What follows belongs to an exercise in optimizing a design on an open flow for small area; a production flow would make more cautious choices. RTL that was checked went through simulation tests only; none was proved equivalent to the original.

==> inputs of 06-06 <==
Design cpu, start of the top module:
module cpu (
    input wire clk,
    input wire reset,
    input wire [18:0] instr,
    output wire [18:0] pc,
    output wire halted,
    output wire rf_we,
    output wire [3:0] rf_waddr,
    output wire [18:0] rf_wdata,
    output wire dm_we,
    output wire [3:0] dm_waddr,
    output wire [18:0] dm_wdata
);
clock: 250.0 ns
lec_check: 0
cap_margin: 20
core_margin: 2
core_utilization: 65
cts_buf_list: sky130_fd_sc_hd__clkbuf_8
slew_margin: 20
run.sh (not shown) runs the stock make flow with config.mk's settings and CLKGATE_MAP_FILE= SYNTH_SCRIPT=/design/flow/synth_recipe.tcl, a recipe that flattens the netlist after the stock synthesis.
==> 04-28: changes against 06-06 <==
--- a/flow/design.v
+++ b/flow/design.v
@@ -509,17 +509,17 @@
   assign s0[16] = x0[16] ^ y0[16] ^ c0[16];
   assign c0[17] = (x0[16] & y0[16]) | (c0[16] & (x0[16] ^ y0[16]));
   assign s0[17] = x0[17] ^ y0[17] ^ c0[17];
   assign c0[18] = (x0[17] & y0[17]) | (c0[17] & (x0[17] ^ y0[17]));
   assign s0[18] = x0[18] ^ y0[18] ^ c0[18];
   assign c0[19] = (x0[18] & y0[18]) | (c0[18] & (x0[18] ^ y0[18]));
   assign q[0] = c0[19] & 1'b1;
   assign r0 = (mul | q[0]) ? s0 : x0;
-  assign p = s0;
+  assign p = r0;
 endmodule
 module fftq(input [17:0] m, output [17:0] q);
 wire fq1;
 wire fq2;
 wire fq3;
 wire fq4;
 wire fq5;
 wire fq6;
@@ -1047,49 +1047,36 @@
     wire op_fft = (op == 4'b1011);
     wire [2:0] f  = instr[2:0];
     wire [1:0] f2 = instr[10:9];
     reg [18:0] rf [1:15];
     reg [15:1] rv;
     wire [3:0] ra1 = instr[14:11];
     wire [3:0] ra2 = instr[10:7];
     wire [3:0] wa  = op_ld ? instr[14:11] : instr[6:3];
-    reg [18:0] rd1, rd2;
-    integer j;
-    always @(*) begin
-        rd1 = 19'd0; rd2 = 19'd0;
-        for (j = 1; j < 16; j = j + 1) begin
-            rd1 = rd1 | (rf[j] & {19{rv[j] & (ra1 == j)}});
-            rd2 = rd2 | (rf[j] & {19{rv[j] & (ra2 == j)}});
-        end
-    end
+    wire [15:0] rvx = {rv, 1'b0};
+    wire [18:0] rd1 = rvx[ra1] ? rf[ra1] : 19'd0;
+    wire [18:0] rd2 = rvx[ra2] ? rf[ra2] : 19'd0;
     wire rf_wen = run & (op_r | op_i | op_ld) & (wa != 4'd0);
     reg [18:0] dm [0:15];
     reg [15:0] dv;
     wire [3:0] da = instr[3:0];
     reg [18:0] dinit;
     always @(*) begin
         case (da)
             4'd0: dinit = 19'd5;
             4'd1: dinit = 19'h1A2B6;
             4'd4: dinit = 19'd3;
             default: dinit = 19'd0;
         endcase
     end
-    reg [18:0] dmr;
-    integer m;
-    always @(*) begin
-        dmr = dinit & {19{~dv[da]}};
-        for (m = 0; m < 16; m = m + 1)
-            dmr = dmr | (dm[m] & {19{dv[m] & (da == m)}});
-    end
+    wire [18:0] dmr = dv[da] ? dm[da] : dinit;
     wire dm_wen = run & (op_st | op_enc | op_fft);
-    wire a_sub = op_b | f[0];
-    wire [18:0] ay = op_i ? {19{f2 == 2'b01}} : (rd2 ^ {19{a_sub}});
-    wire acin = op_i ? (f2 == 2'b00) : a_sub;
+    wire [18:0] ay = op_r ? (rd2 ^ {19{f[0]}}) : {19{f2 == 2'b01}};
+    wire acin = op_r ? f[0] : (f2 == 2'b00);
     wire [19:0] ac;
     wire [18:0] asum;
     assign ac[0] = acin;
     genvar k;
     generate
         for (k = 0; k < 19; k = k + 1) begin : add
             assign asum[k] = rd1[k] ^ ay[k] ^ ac[k];
             assign ac[k+1] = (rd1[k] & ay[k]) | (ac[k] & (rd1[k] ^ ay[k]));
@@ -1116,36 +1103,28 @@
     wire [17:0] fq;
     fftq fq0 (.m({fv[17:1], 1'b1}), .q(fq));   
     wire f_odd = dmr[0];
     wire f_inv = dmr[2] & (dmr[0] | ~dmr[1]);
     wire [18:0] fb = f_odd ? {1'b0, fq} : fv;
     wire f_m1 = &dmr;                           
     wire f_dec = f_odd & f_inv & fs & ~f_m1;
     wire f_inc = f_odd ? (f_inv & (~fs | f_m1)) : (fs ^ f_inv);
-    wire [19:0] ft;
-    wire [18:0] fres;
-    assign ft[0] = f_inc | f_dec;
-    generate
-        for (k = 0; k < 19; k = k + 1) begin : fid
-            assign fres[k] = fb[k] ^ ft[k];
-            assign ft[k+1] = ft[k] & (fb[k] ^ f_dec);
-        end
-    endgenerate
+    wire [18:0] fres = f_dec ? (fb - 19'd1) : (fb + {18'd0, f_inc});
     reg [3:0] sp;
     reg [4:0] stk [0:14];
     wire s_full = (sp == 4'd0);
     wire s_empty = (sp == 4'd15);
     wire [4:0] stop = stk[sp];
     wire do_call = run & op_cal & ~s_full;
     wire do_ret  = run & op_ret & ~s_empty;
-    wire eq = ~|asum;
+    wire eq = (rd1 == rd2);
     wire taken = op_b & (instr[0] ? ~eq : eq);
     wire [4:0] ib = (op_ret & ~s_empty) ? stop : pcr[4:0];
-    wire [5:0] inc = {&ib, ib[4:0] ^ {&ib[3:0], &ib[2:0], &ib[1:0], ib[0], 1'b1}};
+    wire [5:0] inc = {1'b0, ib} + 6'd1;
     wire [10:0] pnext = (op_j | (op_cal & ~s_full)) ? instr[10:0] :
                         taken ? {4'd0, instr[7:1]} : {5'd0, inc};
     always @(posedge clk or posedge reset) begin
         if (reset) pcr <= 11'd0;
         else if (run) pcr <= pnext;
     end
     always @(posedge clk or posedge reset) begin
         if (reset) sp <= 4'd15;
Settings changed: CORE_UTILIZATION 65 to 40, CTS_BUF_LIST sky130_fd_sc_hd__clkbuf_8 to not set.
==> comparison table <==
	04-28	06-06
Source-to-sink clock delay at the later pin of the worst-skew pair	640 ps	760 ps
Outcome	no timing/DRC/antenna violations	no timing/DRC/antenna violations
Final worst clock skew	39.4 ps	48.6 ps
Root buffer cell	sky130_fd_sc_hd__clkbuf_16	sky130_fd_sc_hd__clkbuf_8
Worst path bufs/invs	40	46
Portion of synthesized cell area occupied by the leading cell type	42.6%	44.4%
Post-synthesis xor/xnor area fraction	1.14%	1.74%
Met1 Resource Use GR	34.6%	59.0%
Area grow syn2layout	11.0%	10.2%
Core area	116000 µm²	68500 µm²
Number of vias in the routed layout	32.0k	37.8k
Only the layout flow was run in 06-06; the RTL was not checked for function there.

-- re-timing with driven ports --
In the flow no input, the clock included, has a driving cell. The finished layouts below were timed again as built, in two steps.
Step 1: set_driving_cell puts a clkbuf_16 on clk and a buf_2 on each other input, an assumption about the parent block.
Step 2 times the ports against the registers' clock, not the clock port: input delays grow and output delays shrink by t, the midpoint of the rising clock arrivals with the driver on.
Three values: no drivers, after step 1, after step 2; two values: the first two.
run	shift t [ns]	slack for setup (ns)	worst setup path at the end	latest minus earliest clock arrival (ns)	slew at the worst register clock pin (ns)
06-06	0.804	62.649 / 62.628 / 62.628	input to output	0.049 / 0.049	0.09 / 0.09
04-28	0.684	66.413 / 66.369 / 66.369	input to output	0.040 / 0.040	0.07 / 0.07
After both steps every run listed still meets setup and hold. For 04-28, which loses most, drivers alone change the setup slack by -0.044 ns; drivers and shift together by -0.044 ns.
